What follows belongs to an exercise in optimizing a design on an open flow for small area, a short achievable clock period and few clock cycles; a production flow would make more cautious choices.
Function was not checked in any run shown here: the RTL went through the layout flow alone.

**flow/design.v**
```verilog
module lmfe_med49 (
	clk,
	INS,
	PIX,
	TR,
	INIT,
	PRE,
	PRE2,
	ZF,
	MEDB,
	MED7
);
input			clk;
input	[7:0]	INS;
input	[7:0]	PIX;	 
input	[2:0]	TR;		 
input			INIT;	 
input			PRE;	 
input			PRE2;	 
input			ZF;		 
output			MEDB;	 
output			MED7;	 
reg		[7:0]	slot [0:54];
reg		[54:0]	flag;
reg		[4:0]	L;		 
reg		[6:0]	T00, T01, T02, T03;	 
reg		[6:0]	T10, T11, T12, T13;	 
reg				sel;	 
reg				d7;
integer			p;
reg		[6:0]	ins_rot;
always @ * begin
	case (TR)
		3'd0: ins_rot = {INS[5:0], INS[6]};
		3'd1: ins_rot = {INS[4:0], INS[6:5]};
		3'd2: ins_rot = {INS[3:0], INS[6:4]};
		3'd3: ins_rot = {INS[2:0], INS[6:3]};
		3'd4: ins_rot = {INS[1:0], INS[6:2]};
		3'd5: ins_rot = {INS[0], INS[6:1]};
		default: ins_rot = INS[6:0];
	endcase
end
wire			init = INIT;
wire			ge0, ge1;
lmfe_ge25 i_g0 (.R0(T00), .R1(T01), .R2(T02), .R3(T03), .GE(ge0));
lmfe_ge25 i_g1 (.R0(T10), .R1(T11), .R2(T12), .R3(T13), .GE(ge1));
wire			dec0 = sel ? ge0 : ge1;	 
wire	[6:0]	tc0 = sel ? T00 : T10;
wire	[6:0]	tc1 = sel ? T01 : T11;
wire	[6:0]	tc2 = sel ? T02 : T12;
wire	[6:0]	tc3 = sel ? T03 : T13;
wire	[6:0]	tcur;
lmfe_add4 i_tc (.R0(tc0), .R1(tc1), .R2(tc2), .R3(tc3), .S(tcur));
reg		[5:0]	QZ, ZP;
wire	[5:0]	zpn = QZ + {5'd0, ~slot[0][7]} + {5'd0, ~PIX[7]} - {5'd0, ~slot[48][7]} - {5'd0, ~slot[47][7]};
reg				lt25, lt24;		 
wire	[5:0]	zn = ZP + {5'd0, ~slot[0][7]};
wire			d7n = slot[0][7] ? lt25 : lt24;	 
reg				ia, ib, ic, ic1;
always @ (posedge clk) begin
	ia <= PRE;
	ib <= (TR == 3'd5);
	ic1 <= PRE2;
	ic <= ic1;
end
reg		[55:0]	x0, x1;
reg				ix;
always @ * begin
	for (p = 0; p < 55; p = p + 1) begin
		ix = (p < 12) ? init : (p < 24) ? ia : (p < 36) ? ib : (p < 48) ? ic : 1'b0;
		x0[p] = ~slot[p][5] & ((flag[p] & ~slot[p][6]) | (ix & ~slot[p][7]));
		x1[p] = ~slot[p][5] & ((flag[p] & slot[p][6]) | (ix & slot[p][7]));
	end
	x0[55] = init & ~PIX[7] & ~PIX[6];
	x1[55] = init & PIX[7] & ~PIX[6];
end
wire	[4:0]	e0 = init ? 5'd0 : L;
wire	[6:0]	e10 = init ? {1'b0, ZP} : tc0;
wire	[6:0]	e11 = init ? {6'd0, ~slot[0][7]} : tc1;
wire	[6:0]	e12 = init ? 7'd0 : tc2;
wire	[6:0]	e13 = init ? 7'd0 : tc3;
wire	[6:0]	n00, n01, n02, n03, n10, n11, n12, n13;
lmfe_cnt0 i_c0 (.x(x0), .E(e0), .R0(n00), .R1(n01), .R2(n02), .R3(n03));
lmfe_cnt1 i_c1 (.x(x1), .E0(e10), .E1(e11), .E2(e12), .E3(e13), .R0(n10), .R1(n11), .R2(n12), .R3(n13));
assign MEDB = ~dec0;
assign MED7 = d7;
always @ (posedge clk) begin
	slot[0] <= {INS[7], ins_rot};
	for (p = 0; p < 54; p = p + 1)
		slot[p+1] <= {slot[p][7], slot[p][5:0], slot[p][6]};
	T00 <= n00;
	T01 <= n01;
	T02 <= n02;
	T03 <= n03;
	T10 <= n10;
	T11 <= n11;
	T12 <= n12;
	T13 <= n13;
	sel <= init ? ~d7n : dec0;
	if (init) begin
		flag[0] <= (PIX[7] == d7n);
		for (p = 0; p < 48; p = p + 1)
			flag[p+1] <= (slot[p][7] == d7n);
		for (p = 48; p < 54; p = p + 1)
			flag[p+1] <= 1'b0;
		d7 <= d7n;
		L  <= d7n ? zn[4:0] : 5'd0;
	end else begin
		flag[0] <= 1'b0;
		for (p = 0; p < 54; p = p + 1)
			flag[p+1] <= flag[p] & (slot[p][6] ^ dec0) & ~PRE;
		if (!dec0) L <= tcur[4:0];
	end
	ZP <= zpn;
	lt25 <= (zpn < 6'd25);
	lt24 <= (zpn < 6'd24);
	if (ZF)
		QZ <= 6'd48;
	else
		QZ <= QZ + {5'd0, ~slot[0][7]} - {5'd0, ~slot[48][7]};
end
endmodule
module lmfe_cnt0 (x, E, R0, R1, R2, R3);
input [55:0] x;
input [4:0] E;
output [6:0] R0;
output [6:0] R1;
output [6:0] R2;
output [6:0] R3;
wire s1;
wire c2;
assign s1 = x[0] ^ x[1] ^ x[2];
assign c2 = (x[0] & x[1]) | (x[0] & x[2]) | (x[1] & x[2]);
wire s3;
wire c4;
assign s3 = x[3] ^ x[4] ^ x[5];
assign c4 = (x[3] & x[4]) | (x[3] & x[5]) | (x[4] & x[5]);
wire s5;
wire c6;
assign s5 = x[6] ^ x[7] ^ x[8];
assign c6 = (x[6] & x[7]) | (x[6] & x[8]) | (x[7] & x[8]);
wire s7;
wire c8;
assign s7 = x[9] ^ x[10] ^ x[11];
assign c8 = (x[9] & x[10]) | (x[9] & x[11]) | (x[10] & x[11]);
wire s9;
wire c10;
assign s9 = x[12] ^ x[13] ^ x[14];
assign c10 = (x[12] & x[13]) | (x[12] & x[14]) | (x[13] & x[14]);
wire s11;
wire c12;
assign s11 = x[15] ^ x[16] ^ x[17];
assign c12 = (x[15] & x[16]) | (x[15] & x[17]) | (x[16] & x[17]);
wire s13;
wire c14;
assign s13 = x[18] ^ x[19] ^ x[20];
assign c14 = (x[18] & x[19]) | (x[18] & x[20]) | (x[19] & x[20]);
wire s15;
wire c16;
assign s15 = x[21] ^ x[22];
assign c16 = x[21] & x[22];
wire s17;
wire c18;
assign s17 = x[23] ^ x[24] ^ x[25];
assign c18 = (x[23] & x[24]) | (x[23] & x[25]) | (x[24] & x[25]);
wire s19;
wire c20;
assign s19 = x[26] ^ x[27] ^ x[28];
assign c20 = (x[26] & x[27]) | (x[26] & x[28]) | (x[27] & x[28]);
wire s21;
wire c22;
assign s21 = x[29] ^ x[30] ^ x[31];
assign c22 = (x[29] & x[30]) | (x[29] & x[31]) | (x[30] & x[31]);
wire s23;
wire c24;
assign s23 = x[32] ^ x[33] ^ x[34];
assign c24 = (x[32] & x[33]) | (x[32] & x[34]) | (x[33] & x[34]);
wire s25;
wire c26;
assign s25 = x[35] ^ x[36] ^ x[37];
assign c26 = (x[35] & x[36]) | (x[35] & x[37]) | (x[36] & x[37]);
wire s27;
wire c28;
assign s27 = x[38] ^ x[39] ^ x[40];
assign c28 = (x[38] & x[39]) | (x[38] & x[40]) | (x[39] & x[40]);
wire s29;
wire c30;
assign s29 = x[41] ^ x[42] ^ x[43];
assign c30 = (x[41] & x[42]) | (x[41] & x[43]) | (x[42] & x[43]);
wire s31;
wire c32;
assign s31 = x[44] ^ x[45] ^ x[46];
assign c32 = (x[44] & x[45]) | (x[44] & x[46]) | (x[45] & x[46]);
wire s33;
wire c34;
assign s33 = x[47] ^ x[48] ^ x[49];
assign c34 = (x[47] & x[48]) | (x[47] & x[49]) | (x[48] & x[49]);
wire s35;
wire c36;
assign s35 = x[50] ^ x[51] ^ x[52];
assign c36 = (x[50] & x[51]) | (x[50] & x[52]) | (x[51] & x[52]);
wire s37;
wire c38;
assign s37 = x[53] ^ x[54] ^ x[55];
assign c38 = (x[53] & x[54]) | (x[53] & x[55]) | (x[54] & x[55]);
wire s39;
wire c40;
assign s39 = E[0] ^ s1;
assign c40 = E[0] & s1;
wire s41;
wire c42;
assign s41 = E[1] ^ c2 ^ c4;
assign c42 = (E[1] & c2) | (E[1] & c4) | (c2 & c4);
wire s43;
wire c44;
assign s43 = s3 ^ s5 ^ s7;
assign c44 = (s3 & s5) | (s3 & s7) | (s5 & s7);
wire s45;
wire c46;
assign s45 = s9 ^ s11 ^ s13;
assign c46 = (s9 & s11) | (s9 & s13) | (s11 & s13);
wire s47;
wire c48;
assign s47 = s15 ^ s17 ^ s19;
assign c48 = (s15 & s17) | (s15 & s19) | (s17 & s19);
wire s49;
wire c50;
assign s49 = c6 ^ c8 ^ c10;
assign c50 = (c6 & c8) | (c6 & c10) | (c8 & c10);
wire s51;
wire c52;
assign s51 = c12 ^ c14 ^ c16;
assign c52 = (c12 & c14) | (c12 & c16) | (c14 & c16);
wire s53;
wire c54;
assign s53 = c18 ^ c20 ^ c22;
assign c54 = (c18 & c20) | (c18 & c22) | (c20 & c22);
wire s55;
wire c56;
assign s55 = c24 ^ c26 ^ c28;
assign c56 = (c24 & c26) | (c24 & c28) | (c26 & c28);
wire s57;
wire c58;
assign s57 = c30 ^ c32;
assign c58 = c30 & c32;
wire s59;
wire c60;
assign s59 = s21 ^ s23 ^ s25;
assign c60 = (s21 & s23) | (s21 & s25) | (s23 & s25);
wire s61;
wire c62;
assign s61 = s27 ^ s29 ^ s31;
assign c62 = (s27 & s29) | (s27 & s31) | (s29 & s31);
wire s63;
wire c64;
assign s63 = c34 ^ c36 ^ c38;
assign c64 = (c34 & c36) | (c34 & c38) | (c36 & c38);
wire s65;
wire c66;
assign s65 = c40 ^ s41 ^ c44;
assign c66 = (c40 & s41) | (c40 & c44) | (s41 & c44);
wire s67;
wire c68;
assign s67 = c46 ^ c48 ^ s49;
assign c68 = (c46 & c48) | (c46 & s49) | (c48 & s49);
wire s69;
wire c70;
assign s69 = E[2] ^ c42;
assign c70 = E[2] & c42;
wire s71;
wire c72;
assign s71 = s33 ^ s35 ^ s37;
assign c72 = (s33 & s35) | (s33 & s37) | (s35 & s37);
wire s73;
wire c74;
assign s73 = s39 ^ s43;
assign c74 = s39 & s43;
wire s75;
wire c76;
assign s75 = s51 ^ s53 ^ s55;
assign c76 = (s51 & s53) | (s51 & s55) | (s53 & s55);
wire s77;
wire c78;
assign s77 = s57 ^ c60 ^ c62;
assign c78 = (s57 & c60) | (s57 & c62) | (c60 & c62);
wire s79;
wire c80;
assign s79 = s63 ^ s65;
assign c80 = s63 & s65;
wire s81;
wire c82;
assign s81 = c50 ^ c52 ^ c54;
assign c82 = (c50 & c52) | (c50 & c54) | (c52 & c54);
wire s83;
wire c84;
assign s83 = c56 ^ c58 ^ c64;
assign c84 = (c56 & c58) | (c56 & c64) | (c58 & c64);
wire s85;
wire c86;
assign s85 = c66 ^ c68 ^ s69;
assign c86 = (c66 & c68) | (c66 & s69) | (c68 & s69);
wire s87;
wire c88;
assign s87 = s45 ^ s47 ^ s59;
assign c88 = (s45 & s47) | (s45 & s59) | (s47 & s59);
wire s89;
wire c90;
assign s89 = s67 ^ c72 ^ c74;
assign c90 = (s67 & c72) | (s67 & c74) | (c72 & c74);
wire s91;
wire c92;
assign s91 = s75 ^ s77;
assign c92 = s75 & s77;
wire s93;
wire c94;
assign s93 = c76 ^ c78 ^ c80;
assign c94 = (c76 & c78) | (c76 & c80) | (c78 & c80);
wire s95;
wire c96;
assign s95 = s81 ^ s83 ^ s85;
assign c96 = (s81 & s83) | (s81 & s85) | (s83 & s85);
wire s97;
wire c98;
assign s97 = E[3] ^ c70 ^ c82;
assign c98 = (E[3] & c70) | (E[3] & c82) | (c70 & c82);
wire s99;
wire c100;
assign s99 = c84 ^ c86;
assign c100 = c84 & c86;
assign R0 = {1'b0, 1'b0, E[4], c94, c90, s79, s61};
assign R1 = {1'b0, 1'b0, c98, c96, c92, c88, s71};
assign R2 = {1'b0, 1'b0, c100, s97, s93, s89, s73};
assign R3 = {1'b0, 1'b0, 1'b0, s99, s95, s91, s87};
endmodule
module lmfe_cnt1 (x, E0, E1, E2, E3, R0, R1, R2, R3);
input [55:0] x;
input [6:0] E0;
input [6:0] E1;
input [6:0] E2;
input [6:0] E3;
output [6:0] R0;
output [6:0] R1;
output [6:0] R2;
output [6:0] R3;
wire s1;
wire c2;
assign s1 = x[0] ^ x[1] ^ x[2];
assign c2 = (x[0] & x[1]) | (x[0] & x[2]) | (x[1] & x[2]);
wire s3;
wire c4;
assign s3 = x[3] ^ x[4] ^ x[5];
assign c4 = (x[3] & x[4]) | (x[3] & x[5]) | (x[4] & x[5]);
wire s5;
wire c6;
assign s5 = x[6] ^ x[7] ^ x[8];
assign c6 = (x[6] & x[7]) | (x[6] & x[8]) | (x[7] & x[8]);
wire s7;
wire c8;
assign s7 = x[9] ^ x[10] ^ x[11];
assign c8 = (x[9] & x[10]) | (x[9] & x[11]) | (x[10] & x[11]);
wire s9;
wire c10;
assign s9 = x[12] ^ x[13] ^ x[14];
assign c10 = (x[12] & x[13]) | (x[12] & x[14]) | (x[13] & x[14]);
wire s11;
wire c12;
assign s11 = x[15] ^ x[16] ^ x[17];
assign c12 = (x[15] & x[16]) | (x[15] & x[17]) | (x[16] & x[17]);
wire s13;
wire c14;
assign s13 = x[18] ^ x[19] ^ x[20];
assign c14 = (x[18] & x[19]) | (x[18] & x[20]) | (x[19] & x[20]);
wire s15;
wire c16;
assign s15 = x[21] ^ x[22] ^ x[23];
assign c16 = (x[21] & x[22]) | (x[21] & x[23]) | (x[22] & x[23]);
wire s17;
wire c18;
assign s17 = x[24] ^ x[25] ^ x[26];
assign c18 = (x[24] & x[25]) | (x[24] & x[26]) | (x[25] & x[26]);
wire s19;
wire c20;
assign s19 = x[27] ^ x[28] ^ x[29];
assign c20 = (x[27] & x[28]) | (x[27] & x[29]) | (x[28] & x[29]);
wire s21;
wire c22;
assign s21 = x[30] ^ x[31] ^ x[32];
assign c22 = (x[30] & x[31]) | (x[30] & x[32]) | (x[31] & x[32]);
wire s23;
wire c24;
assign s23 = x[33] ^ x[34] ^ x[35];
assign c24 = (x[33] & x[34]) | (x[33] & x[35]) | (x[34] & x[35]);
wire s25;
wire c26;
assign s25 = x[36] ^ x[37] ^ x[38];
assign c26 = (x[36] & x[37]) | (x[36] & x[38]) | (x[37] & x[38]);
wire s27;
wire c28;
assign s27 = x[39] ^ x[40] ^ x[41];
assign c28 = (x[39] & x[40]) | (x[39] & x[41]) | (x[40] & x[41]);
wire s29;
wire c30;
assign s29 = x[42] ^ x[43] ^ x[44];
assign c30 = (x[42] & x[43]) | (x[42] & x[44]) | (x[43] & x[44]);
wire s31;
wire c32;
assign s31 = x[45] ^ x[46] ^ x[47];
assign c32 = (x[45] & x[46]) | (x[45] & x[47]) | (x[46] & x[47]);
wire s33;
wire c34;
assign s33 = x[48] ^ x[49] ^ x[50];
assign c34 = (x[48] & x[49]) | (x[48] & x[50]) | (x[49] & x[50]);
wire s35;
wire c36;
assign s35 = x[51] ^ x[52] ^ x[53];
assign c36 = (x[51] & x[52]) | (x[51] & x[53]) | (x[52] & x[53]);
wire s37;
wire c38;
assign s37 = x[54] ^ x[55] ^ E0[0];
assign c38 = (x[54] & x[55]) | (x[54] & E0[0]) | (x[55] & E0[0]);
wire s39;
wire c40;
assign s39 = E1[0] ^ E2[0] ^ E3[0];
assign c40 = (E1[0] & E2[0]) | (E1[0] & E3[0]) | (E2[0] & E3[0]);
wire s41;
wire c42;
assign s41 = s1 ^ s3;
assign c42 = s1 & s3;
wire s43;
wire c44;
assign s43 = E0[1] ^ E1[1] ^ E2[1];
assign c44 = (E0[1] & E1[1]) | (E0[1] & E2[1]) | (E1[1] & E2[1]);
wire s45;
wire c46;
assign s45 = E3[1] ^ c2 ^ c4;
assign c46 = (E3[1] & c2) | (E3[1] & c4) | (c2 & c4);
wire s47;
wire c48;
assign s47 = c6 ^ c8 ^ c10;
assign c48 = (c6 & c8) | (c6 & c10) | (c8 & c10);
wire s49;
wire c50;
assign s49 = s5 ^ s7 ^ s9;
assign c50 = (s5 & s7) | (s5 & s9) | (s7 & s9);
wire s51;
wire c52;
assign s51 = s11 ^ s13 ^ s15;
assign c52 = (s11 & s13) | (s11 & s15) | (s13 & s15);
wire s53;
wire c54;
assign s53 = s17 ^ s19 ^ s21;
assign c54 = (s17 & s19) | (s17 & s21) | (s19 & s21);
wire s55;
wire c56;
assign s55 = c12 ^ c14 ^ c16;
assign c56 = (c12 & c14) | (c12 & c16) | (c14 & c16);
wire s57;
wire c58;
assign s57 = c18 ^ c20 ^ c22;
assign c58 = (c18 & c20) | (c18 & c22) | (c20 & c22);
wire s59;
wire c60;
assign s59 = c24 ^ c26 ^ c28;
assign c60 = (c24 & c26) | (c24 & c28) | (c26 & c28);
wire s61;
wire c62;
assign s61 = c30 ^ c32 ^ c34;
assign c62 = (c30 & c32) | (c30 & c34) | (c32 & c34);
wire s63;
wire c64;
assign s63 = c36 ^ c38;
assign c64 = c36 & c38;
wire s65;
wire c66;
assign s65 = s23 ^ s25 ^ s27;
assign c66 = (s23 & s25) | (s23 & s27) | (s25 & s27);
wire s67;
wire c68;
assign s67 = s29 ^ s31 ^ s33;
assign c68 = (s29 & s31) | (s29 & s33) | (s31 & s33);
wire s69;
wire c70;
assign s69 = c40 ^ c42 ^ s43;
assign c70 = (c40 & c42) | (c40 & s43) | (c42 & s43);
wire s71;
wire c72;
assign s71 = s45 ^ s47 ^ c50;
assign c72 = (s45 & s47) | (s45 & c50) | (s47 & c50);
wire s73;
wire c74;
assign s73 = c52 ^ c54 ^ s55;
assign c74 = (c52 & c54) | (c52 & s55) | (c54 & s55);
wire s75;
wire c76;
assign s75 = E0[2] ^ E1[2] ^ E2[2];
assign c76 = (E0[2] & E1[2]) | (E0[2] & E2[2]) | (E1[2] & E2[2]);
wire s77;
wire c78;
assign s77 = E3[2] ^ c44 ^ c46;
assign c78 = (E3[2] & c44) | (E3[2] & c46) | (c44 & c46);
wire s79;
wire c80;
assign s79 = c48 ^ c56 ^ c58;
assign c80 = (c48 & c56) | (c48 & c58) | (c56 & c58);
wire s81;
wire c82;
assign s81 = s35 ^ s37 ^ s39;
assign c82 = (s35 & s37) | (s35 & s39) | (s37 & s39);
wire s83;
wire c84;
assign s83 = s41 ^ s49;
assign c84 = s41 & s49;
wire s85;
wire c86;
assign s85 = s57 ^ s59 ^ s61;
assign c86 = (s57 & s59) | (s57 & s61) | (s59 & s61);
wire s87;
wire c88;
assign s87 = s63 ^ c66 ^ c68;
assign c88 = (s63 & c66) | (s63 & c68) | (c66 & c68);
wire s89;
wire c90;
assign s89 = s69 ^ s71;
assign c90 = s69 & s71;
wire s91;
wire c92;
assign s91 = c60 ^ c62 ^ c64;
assign c92 = (c60 & c62) | (c60 & c64) | (c62 & c64);
wire s93;
wire c94;
assign s93 = c70 ^ c72 ^ c74;
assign c94 = (c70 & c72) | (c70 & c74) | (c72 & c74);
wire s95;
wire c96;
assign s95 = s75 ^ s77 ^ s79;
assign c96 = (s75 & s77) | (s75 & s79) | (s77 & s79);
wire s97;
wire c98;
assign s97 = E0[3] ^ E1[3] ^ E2[3];
assign c98 = (E0[3] & E1[3]) | (E0[3] & E2[3]) | (E1[3] & E2[3]);
wire s99;
wire c100;
assign s99 = E3[3] ^ c76 ^ c78;
assign c100 = (E3[3] & c76) | (E3[3] & c78) | (c76 & c78);
wire s101;
wire c102;
assign s101 = s51 ^ s53 ^ s65;
assign c102 = (s51 & s53) | (s51 & s65) | (s53 & s65);
wire s103;
wire c104;
assign s103 = s73 ^ c82 ^ c84;
assign c104 = (s73 & c82) | (s73 & c84) | (c82 & c84);
wire s105;
wire c106;
assign s105 = s85 ^ s87;
assign c106 = s85 & s87;
wire s107;
wire c108;
assign s107 = c86 ^ c88 ^ c90;
assign c108 = (c86 & c88) | (c86 & c90) | (c88 & c90);
wire s109;
wire c110;
assign s109 = s91 ^ s93 ^ s95;
assign c110 = (s91 & s93) | (s91 & s95) | (s93 & s95);
wire s111;
wire c112;
assign s111 = c80 ^ c92 ^ c94;
assign c112 = (c80 & c92) | (c80 & c94) | (c92 & c94);
wire s113;
wire c114;
assign s113 = c96 ^ s97 ^ s99;
assign c114 = (c96 & s97) | (c96 & s99) | (s97 & s99);
wire s115;
wire c116;
assign s115 = E0[4] ^ E1[4] ^ E2[4];
assign c116 = (E0[4] & E1[4]) | (E0[4] & E2[4]) | (E1[4] & E2[4]);
wire s117;
wire c118;
assign s117 = E3[4] ^ c98 ^ c100;
assign c118 = (E3[4] & c98) | (E3[4] & c100) | (c98 & c100);
wire s119;
wire c120;
assign s119 = E0[5] ^ E1[5] ^ E2[5];
assign c120 = (E0[5] & E1[5]) | (E0[5] & E2[5]) | (E1[5] & E2[5]);
wire s121;
wire c122;
assign s121 = E0[6] ^ E1[6];
assign c122 = E0[6] & E1[6];
assign R0 = {E2[6], E3[5], c112, c108, c104, s89, s67};
assign R1 = {E3[6], c116, c114, c110, c106, c102, s81};
assign R2 = {c120, c118, s115, s111, s107, s103, s83};
assign R3 = {s121, s119, s117, s113, s109, s105, s101};
endmodule
module lmfe_ge25 (R0, R1, R2, R3, GE);
input [6:0] R0;
input [6:0] R1;
input [6:0] R2;
input [6:0] R3;
output GE;
wire s1;
wire c2;
assign s1 = R0[0] ^ R1[0];
assign c2 = R0[0] & R1[0];
wire s3;
wire c4;
assign s3 = R0[1] ^ R1[1] ^ R2[1];
assign c4 = (R0[1] & R1[1]) | (R0[1] & R2[1]) | (R1[1] & R2[1]);
wire s5;
wire c6;
assign s5 = R0[2] ^ R1[2] ^ R2[2];
assign c6 = (R0[2] & R1[2]) | (R0[2] & R2[2]) | (R1[2] & R2[2]);
wire s7;
wire c8;
assign s7 = R0[3] ^ R1[3] ^ R2[3];
assign c8 = (R0[3] & R1[3]) | (R0[3] & R2[3]) | (R1[3] & R2[3]);
wire s9;
wire c10;
assign s9 = R0[4] ^ R1[4] ^ R2[4];
assign c10 = (R0[4] & R1[4]) | (R0[4] & R2[4]) | (R1[4] & R2[4]);
wire s11;
wire c12;
assign s11 = R0[5] ^ R1[5] ^ R2[5];
assign c12 = (R0[5] & R1[5]) | (R0[5] & R2[5]) | (R1[5] & R2[5]);
wire s13;
wire c14;
assign s13 = R0[6] ^ R1[6] ^ R2[6];
assign c14 = (R0[6] & R1[6]) | (R0[6] & R2[6]) | (R1[6] & R2[6]);
wire s15;
wire c16;
assign s15 = R2[0] ^ R3[0];
assign c16 = R2[0] & R3[0];
wire s17;
wire c18;
assign s17 = R3[1] ^ c2 ^ s3;
assign c18 = (R3[1] & c2) | (R3[1] & s3) | (c2 & s3);
wire s19;
wire c20;
assign s19 = R3[2] ^ c4 ^ s5;
assign c20 = (R3[2] & c4) | (R3[2] & s5) | (c4 & s5);
wire s21;
wire c22;
assign s21 = R3[3] ^ c6 ^ s7;
assign c22 = (R3[3] & c6) | (R3[3] & s7) | (c6 & s7);
wire s23;
wire c24;
assign s23 = R3[4] ^ c8 ^ s9;
assign c24 = (R3[4] & c8) | (R3[4] & s9) | (c8 & s9);
wire s25;
wire c26;
assign s25 = R3[5] ^ c10 ^ s11;
assign c26 = (R3[5] & c10) | (R3[5] & s11) | (c10 & s11);
wire s27;
wire c28;
assign s27 = R3[6] ^ c12 ^ s13;
assign c28 = (R3[6] & c12) | (R3[6] & s13) | (c12 & s13);
wire [6:0] P = {c26, c24, c22, c20, c18, c16, s1};
wire [6:0] Q = {s27, s25, s23, s21, s19, s17, s15};
wire [7:0] u, v;   
assign v[0] = 1'b0;
assign u[0] = ~(P[0] ^ Q[0]);
assign v[1] = P[0] | Q[0];
assign u[1] = ~(P[1] ^ Q[1]);
assign v[2] = P[1] | Q[1];
assign u[2] = ~(P[2] ^ Q[2]);
assign v[3] = P[2] | Q[2];
assign u[3] = P[3] ^ Q[3];
assign v[4] = P[3] & Q[3];
assign u[4] = P[4] ^ Q[4];
assign v[5] = P[4] & Q[4];
assign u[5] = ~(P[5] ^ Q[5]);
assign v[6] = P[5] | Q[5];
assign u[6] = ~(P[6] ^ Q[6]);
assign v[7] = P[6] | Q[6];
assign u[7] = 1'b0;
wire [6:0] G0, P0;
assign G0[0] = u[0] & v[0];
assign P0[0] = u[0] | v[0];
assign G0[1] = u[1] & v[1];
assign P0[1] = u[1] | v[1];
assign G0[2] = u[2] & v[2];
assign P0[2] = u[2] | v[2];
assign G0[3] = u[3] & v[3];
assign P0[3] = u[3] | v[3];
assign G0[4] = u[4] & v[4];
assign P0[4] = u[4] | v[4];
assign G0[5] = u[5] & v[5];
assign P0[5] = u[5] | v[5];
assign G0[6] = u[6] & v[6];
assign P0[6] = u[6] | v[6];
wire [6:0] G1, P1;
assign G1[0] = G0[0];
assign P1[0] = P0[0];
assign G1[1] = G0[1] | (P0[1] & G0[0]);
assign P1[1] = P0[1] & P0[0];
assign G1[2] = G0[2] | (P0[2] & G0[1]);
assign P1[2] = P0[2] & P0[1];
assign G1[3] = G0[3] | (P0[3] & G0[2]);
assign P1[3] = P0[3] & P0[2];
assign G1[4] = G0[4] | (P0[4] & G0[3]);
assign P1[4] = P0[4] & P0[3];
assign G1[5] = G0[5] | (P0[5] & G0[4]);
assign P1[5] = P0[5] & P0[4];
assign G1[6] = G0[6] | (P0[6] & G0[5]);
assign P1[6] = P0[6] & P0[5];
wire [6:0] G2, P2;
assign G2[0] = G1[0];
assign P2[0] = P1[0];
assign G2[1] = G1[1];
assign P2[1] = P1[1];
assign G2[2] = G1[2] | (P1[2] & G1[0]);
assign P2[2] = P1[2] & P1[0];
assign G2[3] = G1[3] | (P1[3] & G1[1]);
assign P2[3] = P1[3] & P1[1];
assign G2[4] = G1[4] | (P1[4] & G1[2]);
assign P2[4] = P1[4] & P1[2];
assign G2[5] = G1[5] | (P1[5] & G1[3]);
assign P2[5] = P1[5] & P1[3];
assign G2[6] = G1[6] | (P1[6] & G1[4]);
assign P2[6] = P1[6] & P1[4];
wire [6:0] G3, P3;
assign G3[0] = G2[0];
assign P3[0] = P2[0];
assign G3[1] = G2[1];
assign P3[1] = P2[1];
assign G3[2] = G2[2];
assign P3[2] = P2[2];
assign G3[3] = G2[3];
assign P3[3] = P2[3];
assign G3[4] = G2[4] | (P2[4] & G2[0]);
assign P3[4] = P2[4] & P2[0];
assign G3[5] = G2[5] | (P2[5] & G2[1]);
assign P3[5] = P2[5] & P2[1];
assign G3[6] = G2[6] | (P2[6] & G2[2]);
assign P3[6] = P2[6] & P2[2];
assign GE = v[7] ^ G3[6];
endmodule
module lmfe_add4 (R0, R1, R2, R3, S);
input [6:0] R0;
input [6:0] R1;
input [6:0] R2;
input [6:0] R3;
output [6:0] S;
wire s1;
wire c2;
assign s1 = R0[0] ^ R1[0];
assign c2 = R0[0] & R1[0];
wire s3;
wire c4;
assign s3 = R0[1] ^ R1[1] ^ R2[1];
assign c4 = (R0[1] & R1[1]) | (R0[1] & R2[1]) | (R1[1] & R2[1]);
wire s5;
wire c6;
assign s5 = R0[2] ^ R1[2] ^ R2[2];
assign c6 = (R0[2] & R1[2]) | (R0[2] & R2[2]) | (R1[2] & R2[2]);
wire s7;
wire c8;
assign s7 = R0[3] ^ R1[3] ^ R2[3];
assign c8 = (R0[3] & R1[3]) | (R0[3] & R2[3]) | (R1[3] & R2[3]);
wire s9;
wire c10;
assign s9 = R0[4] ^ R1[4] ^ R2[4];
assign c10 = (R0[4] & R1[4]) | (R0[4] & R2[4]) | (R1[4] & R2[4]);
wire s11;
wire c12;
assign s11 = R0[5] ^ R1[5] ^ R2[5];
assign c12 = (R0[5] & R1[5]) | (R0[5] & R2[5]) | (R1[5] & R2[5]);
wire s13;
wire c14;
assign s13 = R0[6] ^ R1[6] ^ R2[6];
assign c14 = (R0[6] & R1[6]) | (R0[6] & R2[6]) | (R1[6] & R2[6]);
wire s15;
wire c16;
assign s15 = R2[0] ^ R3[0];
assign c16 = R2[0] & R3[0];
wire s17;
wire c18;
assign s17 = R3[1] ^ c2 ^ s3;
assign c18 = (R3[1] & c2) | (R3[1] & s3) | (c2 & s3);
wire s19;
wire c20;
assign s19 = R3[2] ^ c4 ^ s5;
assign c20 = (R3[2] & c4) | (R3[2] & s5) | (c4 & s5);
wire s21;
wire c22;
assign s21 = R3[3] ^ c6 ^ s7;
assign c22 = (R3[3] & c6) | (R3[3] & s7) | (c6 & s7);
wire s23;
wire c24;
assign s23 = R3[4] ^ c8 ^ s9;
assign c24 = (R3[4] & c8) | (R3[4] & s9) | (c8 & s9);
wire s25;
wire c26;
assign s25 = R3[5] ^ c10 ^ s11;
assign c26 = (R3[5] & c10) | (R3[5] & s11) | (c10 & s11);
wire s27;
wire c28;
assign s27 = R3[6] ^ c12 ^ s13;
assign c28 = (R3[6] & c12) | (R3[6] & s13) | (c12 & s13);
assign S = {c26, c24, c22, c20, c18, c16, s1} + {s27, s25, s23, s21, s19, s17, s15};
endmodule
module lmfe_filter_ctrl (
	clk,
	RST,
	IEN,
	DIN,
	Q,
	MEDB,
	MED7,
	A,
	D,
	CEN,
	WEN,
	INS,
	PIX,
	TR,
	INIT,
	PRE,
	PRE2,
	ZF,
	DOUT,
	OV,
	BZ
);
input			clk;
input			RST;
input			IEN;
input	[7:0]	DIN;
input	[7:0]	Q;
input			MEDB;	 
input			MED7;	 
output	[9:0]	A;
output	[7:0]	D;
output			CEN;
output			WEN;
output	[7:0]	INS;
output	[7:0]	PIX;
output	[2:0]	TR;
output			INIT;
output			PRE;
output			PRE2;
output			ZF;
output	[7:0]	DOUT;
output			OV;
output			BZ;
localparam ST_IDL  = 2'd0;
localparam ST_LOAD = 2'd1;
localparam ST_RUN  = 2'd2;
localparam ST_END  = 2'd3;
reg		[9:0]	A;
reg		[7:0]	D;
reg				CEN;
reg				WEN;
reg		[7:0]	DOUT;
reg				OV;
reg				BZ;
reg		[1:0]	state;
reg		[2:0]	t;		 
reg		[7:0]	j;		 
reg		[7:0]	y;		 
reg				v1, v2;	 
reg				d1, d2;	 
reg				pv;		 
reg				okA, okB;	 
reg				INIT;		 
reg				PRE;		 
reg				PRE2;		 
wire	run = (state == ST_RUN);
wire	col_in = ~j[7];						 
wire	[7:0] rr = y + {5'd0, t} - 8'd3;	 
wire	rd_ok = run && col_in && (t != 3'd6) && ~rr[7];
wire	wr_ok = run && col_in && (y <= 8'd124);
wire	[2:0] rrow = rr[2:0];				 
wire	[2:0] wrow = y[2:0] + 3'd3;			 
wire	last_load = (y[1:0] == 2'd2) && (j[6:0] == 7'd127);
wire	last_col = (j == 8'd130);
assign TR = (t >= 3'd2) ? (t - 3'd2) : (t + 3'd5);
assign ZF = ~run;
assign INS = v2 ? (d2 ? D : Q) : 8'd0;
assign PIX = pv ? D : 8'd0;
always @ (posedge clk, posedge RST) begin
	if (RST) begin
		state <= ST_IDL;
		CEN <= 1'b1;
		WEN <= 1'b1;
		OV <= 1'b0;
		BZ <= 1'b0;
		okA <= 1'b0;
		okB <= 1'b0;
	end else begin
		OV <= 1'b0;
		case (state)
			ST_IDL: begin
				CEN <= ~IEN;
				WEN <= ~IEN;
				if (IEN) state <= ST_LOAD;	 
			end
			ST_LOAD: begin
				CEN <= 1'b0;
				WEN <= 1'b0;
				if (last_load) begin
					BZ <= 1'b1;
					state <= ST_RUN;
				end
			end
			ST_RUN: begin
				CEN <= (t == 3'd6) ? ~wr_ok : ~rd_ok;
				WEN <= (t != 3'd6);
				BZ <= ~((t == 3'd4) && wr_ok);
				if (t == 3'd1) OV <= okB;
				if (t == 3'd6) begin
					okA <= (j >= 8'd3) && ~y[7];
					okB <= okA;
				end
				if ((y == 8'd128) && (j == 8'd1) && (t == 3'd1))
					state <= ST_END;
			end
			ST_END: begin
				CEN <= 1'b1;
				WEN <= 1'b1;
				BZ <= 1'b1;
			end
		endcase
	end
end
always @ (posedge clk) begin
	v2 <= v1;
	d2 <= d1;
	v1 <= 1'b0;
	d1 <= 1'b0;
	INIT <= run && (t == 3'd0);
	PRE <= run && (t == 3'd6);
	PRE2 <= run && (t == 3'd5);
	case (state)
		ST_IDL: begin
			pv <= 1'b0;
			A <= 10'd0;
			D <= DIN;
			j <= 8'd1;
			y <= 8'd0;
		end
		ST_LOAD: begin
			A <= {1'b0, y[1:0], j[6:0]};
			D <= DIN;
			{y[1:0], j[6:0]} <= {y[1:0], j[6:0]} + 9'd1;
			if (last_load) begin
				t <= 3'd0;
				j <= 8'd0;
				y <= 8'd0;
			end
		end
		ST_RUN: begin
			if (t == 3'd6) begin
				A <= {wrow, j[6:0]};
				pv <= wr_ok;
				v1 <= wr_ok;
				d1 <= 1'b1;
			end else begin
				A <= {rrow, j[6:0]};
				v1 <= rd_ok;
			end
			if (t == 3'd5) D <= DIN;
			if (t == 3'd6) begin
				t <= 3'd0;
				if (last_col) begin
					j <= 8'd0;
					y <= y + 8'd1;
				end else begin
					j <= j + 8'd1;
				end
			end else begin
				t <= t + 3'd1;
			end
		end
		default: begin
			A <= {rrow, j[6:0]};
		end
	endcase
	DOUT <= {MED7, DOUT[5:0], MEDB};
end
endmodule
module lmfe_top (
	clk,
	reset,
	Din,
	in_en,
	busy,
	out_valid,
	Dout,
	sram_a,
	sram_d,
	sram_cen,
	sram_wen,
	sram_q
);
input			clk;
input			reset;
input	[7:0]	Din;
input			in_en;
output			busy;
output			out_valid;
output	[7:0]	Dout;
output	[9:0]	sram_a;
output	[7:0]	sram_d;
output			sram_cen;
output			sram_wen;
input	[7:0]	sram_q;
wire	[7:0]	ins;
wire	[7:0]	pix;
wire	[2:0]	tr;
wire			init;
wire			pre;
wire			pre2;
wire			zforce;
wire			medb;
wire			med7;
lmfe_filter_ctrl i_lmfe_filter_ctrl (
	.clk	(clk),
	.RST	(reset),
	.IEN	(in_en),
	.DIN	(Din),
	.Q		(sram_q),
	.MEDB	(medb),
	.MED7	(med7),
	.A		(sram_a),
	.D		(sram_d),
	.CEN	(sram_cen),
	.WEN	(sram_wen),
	.INS	(ins),
	.PIX	(pix),
	.TR		(tr),
	.INIT	(init),
	.PRE	(pre),
	.PRE2	(pre2),
	.ZF		(zforce),
	.DOUT	(Dout),
	.OV		(out_valid),
	.BZ		(busy)
);
lmfe_med49 i_lmfe_med49 (
	.clk	(clk),
	.INS	(ins),
	.PIX	(pix),
	.TR		(tr),
	.INIT	(init),
	.PRE	(pre),
	.PRE2	(pre2),
	.ZF		(zforce),
	.MEDB	(medb),
	.MED7	(med7)
);
endmodule
```
**flow/flow/run.sh**
```bash
#!/bin/bash
set -euo pipefail
bash standard.sh SETUP_SLACK_MARGIN=6.6 finish > standard.log 2>&1
```
**flow/standard.sh**
```bash
#!/bin/bash
# synth_recipe.tcl (not shown) runs the flow's synth.tcl, then flattens the netlist and writes it again
# the make line also repeats each setting of config.mk as NAME=value (left out here)
make -C /OpenROAD-flow-scripts/flow DESIGN_CONFIG=/design/flow/config.mk WORK_HOME=/design/flow/orfs CLKGATE_MAP_FILE= SYNTH_SCRIPT=/design/flow/synth_recipe.tcl "${@:-finish}"
```
**flow/config.mk**
```make
export PLATFORM = sky130hd
export DESIGN_NAME = lmfe_top
export DESIGN_NICKNAME = lmfe_top
export VERILOG_FILES = /design/flow/design.v
export SDC_FILE = /design/flow/constraint.sdc
export NUM_CORES = 4
export LEC_CHECK = 0
export CAP_MARGIN = 20
export CORE_MARGIN = 2
export CORE_UTILIZATION = 48
export CTS_CLUSTER_DIAMETER = 60
export CTS_CLUSTER_SIZE = 24
export PLACE_DENSITY = 0.62
export SLEW_MARGIN = 20
```
**flow/constraint.sdc**
```tcl
create_clock -name core_clock -period 10.0 [get_ports {clk}]
set_input_delay 2.0000 -clock core_clock [delete_from_list [all_inputs] [get_ports {clk}]]
set_output_delay 2.0000 -clock core_clock [all_outputs]
set_load 0.01 [all_outputs]
```
==> run notes, run 1 <==
fraction of the yosys area taken by sequential cells 56.04%; placed wire-length estimate 30,270 µm; Yosys top cell by area dfxtp_1; Post-Route Utilization 55.50%; CTS tree yes; Setup WS pre-CTS 5.667 ns; number of max-cap violations 0; number of synthesized flops with an enable pin 34; Placed Area 0.02341 mm²; Core Rows 79; Setup CP Type reg2reg; gp weighted congestion 0.8616; Mapped Nets 2,109; ys flop type dfxtp_1; Hold Path Stages 0; r2r worst-path depth 12; DRT iter0 DRCs 738; WHS Endpoint i_lmfe_med49.slot[48][5]; GRT Overall Usage 18.73%; Worst path max stage delay 0.52 ns; clock latency on the worst-skew pair 0.58 ns; CTS Sinks 607; fmax 0.2820 GHz; Most Frequent Cell on Critical Path fa_1; hold_buf cts 0; CTS buffer count 41; Clock Path Buffers 3; Yosys top cell area share 50.57%; Antenna Violating Nets Remaining 0; diodes inserted 0; Fill cells 3,875; pin count of the biggest net entering global routing 58; share of layout cells above drive strength 1 10.77%; Area contributors post-synth dfxtp_1 51%, fa_1 11%, edfxtp_1 4.6%, ha_1 4.5%, nand2_1 3.2%; r2r startpoint i_lmfe_med49.T00[1]; H-tree depth 2; clk root buf clkbuf_16; vias in the first global route 13,330; fin crit share 35.46%; Final Critical Period 3.546 ns; max-slew violations 0; run status no timing/DRC/antenna violations; FF+latch area 0.01255 mm²; Post-Syn Area 0.02237 mm²; Die Wd 219.9 µm; drt total wl 44,290 µm; Die Y-Extent 219.9 µm; setup TNS 0 ns; via count 12,920; Setup WS post-layout 6.454 ns; PortBufs 48; number of synthesized register bits 607; crit-path cells fa_1 > fa_1 > inv_1 > ha_1 > o21bai_1 > maj3_2 > a221oi_4 > buf_4 > o22a_4 > nand3_4 > clkbuf_16 > o221ai_1; Setup Skew 0.02585 ns; worst-margin pin slew 0.9868 ns; Max transition margin 33.71%; required time of the critical path 10.49 ns; worst reg2reg path endpoint i_lmfe_med49.flag[42]; Final nets 2,198; die area 0.04834 mm²; FFs w/ async S/R, synth 1.318%; first-pass GRT wire length 70,400 µm; Synth top cells by count 565 x dfxtp_1, 191 x nand2_1, 181 x inv_1; Multi-input gate area 0.009173 mm²; Avg WL per Cell 17.01 µm; design area 0.02567 mm²; core area 0.04626 mm²; R2R Setup Slk 6.45 ns; setup violators final 0; Initial Util 48.35%; clk slew on worst S/H paths 0.09 ns; Critical-path top delay cell fa_1; initial antenna violation count 0; Setup crit end kind register; Syn Area/Cell 11.86 µm²; hold path start i_lmfe_med49.slot[47][4]; drt first pass iters 5; final hold viol count 0; count leader, synth dfxtp_1; grt total ovfl 0; crit path max fanout 7; RSZ-0062 raised after global routing yes; CP Launch Type register; Vias per Instance 4.962; IO Pins 49; Area Growth Syn to Fin 14.79%; arrival time at the worst endpoint 4.04 ns; post-synthesis cell count 1,886; worst min path class reg2reg; Netlist cell types 66; DRC Markers 0; Yosys warnings 3
[routing by layer]
metal	up-vias	part of all wire, %	GRT usage, %
met3	64	4.6	3.106
li1	6350	-	-
met1	6258	46	25.65
met5	-	0	0
met2	244	46	30.29
met4	0	2.5	6.174
[layout make-up]
type	count	area share, %
sequential	607	48.89
multi-input combinational	1048	35.73
timing repair buffer	95	4.367
clock buffer	42	4.050
tap	607	2.958
inverter	182	2.661
clock inverter	22	1.345
[worst max path at each step]
stage,endpoint,start
floorplan,i_lmfe_med49.T13[2],i_lmfe_filter_ctrl.INIT
global placement,i_lmfe_med49.flag[42],i_lmfe_med49.T02[1]
detailed placement,i_lmfe_med49.flag[47],i_lmfe_med49.T02[1]
CTS,i_lmfe_med49.flag[18],i_lmfe_med49.T01[1]
global route,i_lmfe_med49.flag[44],i_lmfe_med49.T00[1]
finish,i_lmfe_med49.flag[42],i_lmfe_med49.T00[1]
[metrics by stage]
stage          instances  hold WS (ns)
6_report            2603        0.3193
5_1_grt             2603        0.3240
4_1_cts             2586        0.3246
3_5_place_dp        2497        0.3121
3_3_place_gp        2497        0.3097
2_1_floorplan       1886        0.3096
[flip-flops by register name (all words and copies together) (netlist names), 7 cells and up]
signal	flops
i_lmfe_filter_ctrl.y	8
i_lmfe_filter_ctrl.A	10
i_lmfe_filter_ctrl.D	8
i_lmfe_med49.slot	419
i_lmfe_med49.flag	55
i_lmfe_filter_ctrl.j	8
i_lmfe_filter_ctrl.DOUT	8
i_lmfe_med49.T10	7
i_lmfe_med49.T11	7
i_lmfe_med49.T12	7
i_lmfe_med49.T13	7
[placed cells by master, fill, tap and decap left out, types with 17 or more instances in the layout]
cell             count
clkbuf_16           43
nand2b_1           101
mux2_2              17
nand2_1            191
edfxtp_1            34
o21ai_0             25
mux2i_1             21
xnor2_1             74
buf_4               18
ha_1                80
fa_1               119
nor2b_1             22
dlygate4sd2_1       28
a21oi_1             64
inv_1              181
nor2_1              46
and2_1              20
o221ai_2            44
clkdlybuf4s50_1     18
a21o_1              58
dfxtp_1            557
[logic make-up after synthesis]
family	Yosys count	share of synthesized area, %
AO/OA/AOI/OAI	261	8.598
flip-flops	607	56.04
buffers and inverters	233	4.257
AND/OR/NAND/NOR	448	9.963
adder cells (fa/ha/maj)	206	15.67
XOR/XNOR	89	3.485
multiplexers	42	1.986
[critical path, delay by kind of cell, from the launching register on]
family / cells / cell delay (ns)
fa+ha+maj: 4 / 1.62
flops: 1 / 0.34
buf+inv: 3 / 0.50
compound gates: 4 / 0.78
simple gates: 1 / 0.22
[repair_timing]
item	4_1_cts	5_1_grt
gates resized for setup	79	33
setup endpoints to repair	104	72
cloned	8	4
pin swaps	15	26
buffers inserted	17	13
==> run 2: changes to the inputs <==
--- a/flow/config.mk
+++ b/flow/config.mk
@@ -9,6 +9,6 @@
 export CORE_MARGIN = 2
 export CORE_UTILIZATION = 48
 export CTS_CLUSTER_DIAMETER = 60
-export CTS_CLUSTER_SIZE = 24
+export CTS_CLUSTER_SIZE = 32
 export PLACE_DENSITY = 0.62
 export SLEW_MARGIN = 20
==> run 2 against run 1 <==
  * Still clean
  * Hold slack improved by 0.0016 ns
  * Non-clock buffer count fell by 6
  * Clock skew fell by 0.0038 ns
  * Critical path depth did not move
  * Synthesized area did not move
==> run notes, run 2 <==
run status no timing/DRC/antenna violations; setup TNS 0 ns; number of max-cap violations 0; count leader, synth dfxtp_1; initial antenna violation count 0; crit-path cells fa_1 > fa_1 > inv_1 > ha_1 > o21bai_1 > maj3_2 > a221oi_4 > o22a_2 > buf_6 > buf_12 > nand2_2 > o311ai_2; Netlist cell types 66; Setup WS pre-CTS 5.667 ns; drt first pass iters 5; clk root buf clkbuf_16; Initial Util 48.35%; r2r startpoint i_lmfe_med49.T02[1]; max reg flops 419; GRT Overall Usage 18.62%; first-pass GRT wire length 69,940 µm; Post-Syn Area 0.02237 mm²; Critical-path top delay cell fa_1; Setup crit end kind register; FFs w/ async S/R, synth 1.318%; fmax 0.2876 GHz; CTS Sinks 607; crit path buf inv count 3; Antenna Violating Nets Remaining 0; Syn Area/Cell 11.86 µm²; most frequent cells in the layout 557 x dfxtp_1, 190 x nand2_1, 181 x inv_1, 121 x fa_1, 101 x nand2b_1; Yosys top cell by area dfxtp_1; Max transition margin 33.91%; Setup WS post-layout 6.524 ns; ys flop type dfxtp_1; share of layout cells above drive strength 1 11.09%; Final nets 2,188; R2R Setup Slk 6.52 ns; via count 12,920; worst-margin pin slew 0.9838 ns; Inst Count DP 2,497; Synth top cells by count 565 x dfxtp_1, 191 x nand2_1, 181 x inv_1; setup violators final 0; fraction of the yosys area taken by sequential cells 56.04%; CP Launch Type register; Avg WL per Cell 17.10 µm; Setup CP Type reg2reg; drt total wl 44,450 µm; Core Rows 79; Vias per Instance 4.968; clock latency on the worst-skew pair 0.59 ns; DRC Markers 0; Biggest register i_lmfe_med49.slot; fin crit share 34.76%; Mapped Nets 2,109; Area contributors post-synth dfxtp_1 51%, fa_1 11%, edfxtp_1 4.6%, ha_1 4.5%, nand2_1 3.2%; DRT iter0 DRCs 792; Final Critical Period 3.476 ns; crit path max fanout 4; Most Frequent Cell on Critical Path fa_1; IO Pins 49; CTS buffer count 37; clk slew on worst S/H paths 0.10 ns; H-tree depth 2; Yosys warnings 3; Finished Layout Cells 2,600; gp weighted congestion 0.8616; required time of the critical path 10.49 ns; number of synthesized flops with an enable pin 34; Die Wd 219.9 µm; hold path start i_lmfe_med49.slot[19][2]; Setup Skew 0.02201 ns; r2r worst-path depth 12; RSZ-0062 raised after global routing yes; Worst path max stage delay 0.50 ns; Crit path max-delay family adder cells; worst min path class reg2reg; Yosys top cell area share 50.57%; Top Registers i_lmfe_med49.slot: 419 flops, i_lmfe_med49.flag: 55 flops, i_lmfe_filter_ctrl.A: 10 flops; CTS tree yes; number of synthesized register bits 607; post-synthesis cell count 1,886; vias in the first global route 13,260; max-slew violations 0; most common cell after layout, fill and taps aside dfxtp_1; Die Y-Extent 219.9 µm; Clock Path Buffers 3; worst reg2reg path endpoint i_lmfe_med49.flag[1]; WHS Endpoint i_lmfe_med49.slot[20][3]; arrival time at the worst endpoint 3.96 ns; Hold Path Stages 0; Area Growth Syn to Fin 15.32%; grt total ovfl 0; final hold viol count 0; core area 0.04626 mm²; placed wire-length estimate 30,270 µm; PortBufs 48; pin count of the biggest net entering global routing 58; diodes inserted 0; die area 0.04834 mm²
==> run 2: cell counts after synthesis <==
No cell type changed its count.
==> run 2: how the worst max path moves through the flow <==
stage | startpoint | endpoint | cells past startpoint
global placement | i_lmfe_med49.T02[1] | i_lmfe_med49.flag[42] | 11
floorplan | i_lmfe_filter_ctrl.INIT | i_lmfe_med49.T13[2] | 11
finish | i_lmfe_med49.T02[1] | i_lmfe_med49.flag[1] | 12
detailed placement | i_lmfe_med49.T02[1] | i_lmfe_med49.flag[47] | 11
global route | i_lmfe_med49.T02[1] | i_lmfe_med49.flag[1] | 12
CTS | i_lmfe_med49.T01[1] | i_lmfe_med49.flag[1] | 12
==> run 2: worst reg2reg max path, cell delays in order (launching register included) <==
cell and delay [ns]:
dfxtp_2 0.35, fa_1 0.50, fa_1 0.50, inv_1 0.05, ha_1 0.27, o21bai_1 0.16
maj3_2 0.33, a221oi_4 0.34, o22a_2 0.24, buf_6 0.11, buf_12 0.11, nand2_2 0.11
o311ai_2 0.32
==> run 2: through the flow <==
| stage | utilization, % | area (µm²) | hold slack (ns) |
|---|---|---|---|
| finish | 55.76 | 25790 | 0.3209 |
| floorplan | - | 22390 | 0.3096 |
| global route | 55.76 | 25790 | 0.3233 |
| global placement | 50.60 | 23410 | 0.3097 |
| CTS | 54.81 | 25360 | 0.3232 |
| detailed placement | 50.60 | 23410 | 0.3121 |
==> run 2: per-layer routing <==
metal	vias to the layer above	wire [µm]	GRT usage [%]
li1	6327	-	-
met1	6263	20680	25.67
met2	257	20630	29.81
met3	70	1952	3.202
met4	0	1185	6.152
met5	-	0	0
==> run 2: cells by family after synthesis <==
| kind of cell | Yosys count | share of synthesized area, % |
|---|---|---|
| flops | 607 | 56.04 |
| simple gates | 448 | 9.963 |
| compound gates | 261 | 8.598 |
| buf+inv | 233 | 4.257 |
| fa+ha+maj | 206 | 15.67 |
| xor+xnor | 89 | 3.485 |
| mux | 42 | 1.986 |
==> run 2: final cells by class <==
cell class	instances	area [µm²]
Clock inverter	27	422.9
Timing Repair Buffer	89	1095
Tap cell	607	759.5
Clock buffer	40	989.7
Fill cell	3851	20470
Inverter	182	683.2
Multi-Input combinational cell	1048	9289
Sequential cell	607	12550
==> run 2: timing repair <==
| item | 4_1_cts | 5_1_grt |
|---|---|---|
| buffers inserted | 18 | 6 |
| pin swaps | 10 | 59 |
| gates resized for setup | 79 | 54 |
| cloned | 8 | 3 |
| setup endpoints to repair | 104 | 70 |
| hold buffers | 0 | 0 |
| hold endpoints to repair | 0 | 0 |

==> static timing again, ports no longer ideal <==
No port has a modelled driver above. Below, the same layouts with a new extraction and two added sets of constraints.
Step 1 sets driving cells, clkbuf_16 on the clock port and buf_2 on the other inputs (assumed; they add their load-dependent delay and slew).
Step 2 moves the port delays by t, midway between the first and last clock arrival at a register: inputs arrive t later, outputs are due t later. That takes back most of the time a late clock gives input paths.
Slacks: no drivers / after step 1 / after step 2; pairs: no drivers / after step 1.
| run | t (ns) | setup WS [ns] | clock arrival spread, ns |
|---|---|---|---|
| run 1 | 0.625 | 6.454 / 6.454 / 6.454 | 0.029 / 0.029 |
| run 2 | 0.634 | 6.524 / 6.524 / 6.487 | 0.023 / 0.022 |
After both steps setup and hold are still met in every run listed. For run 2, which loses most, drivers alone change the setup slack by 0.000 ns; drivers and shift together by -0.037 ns.
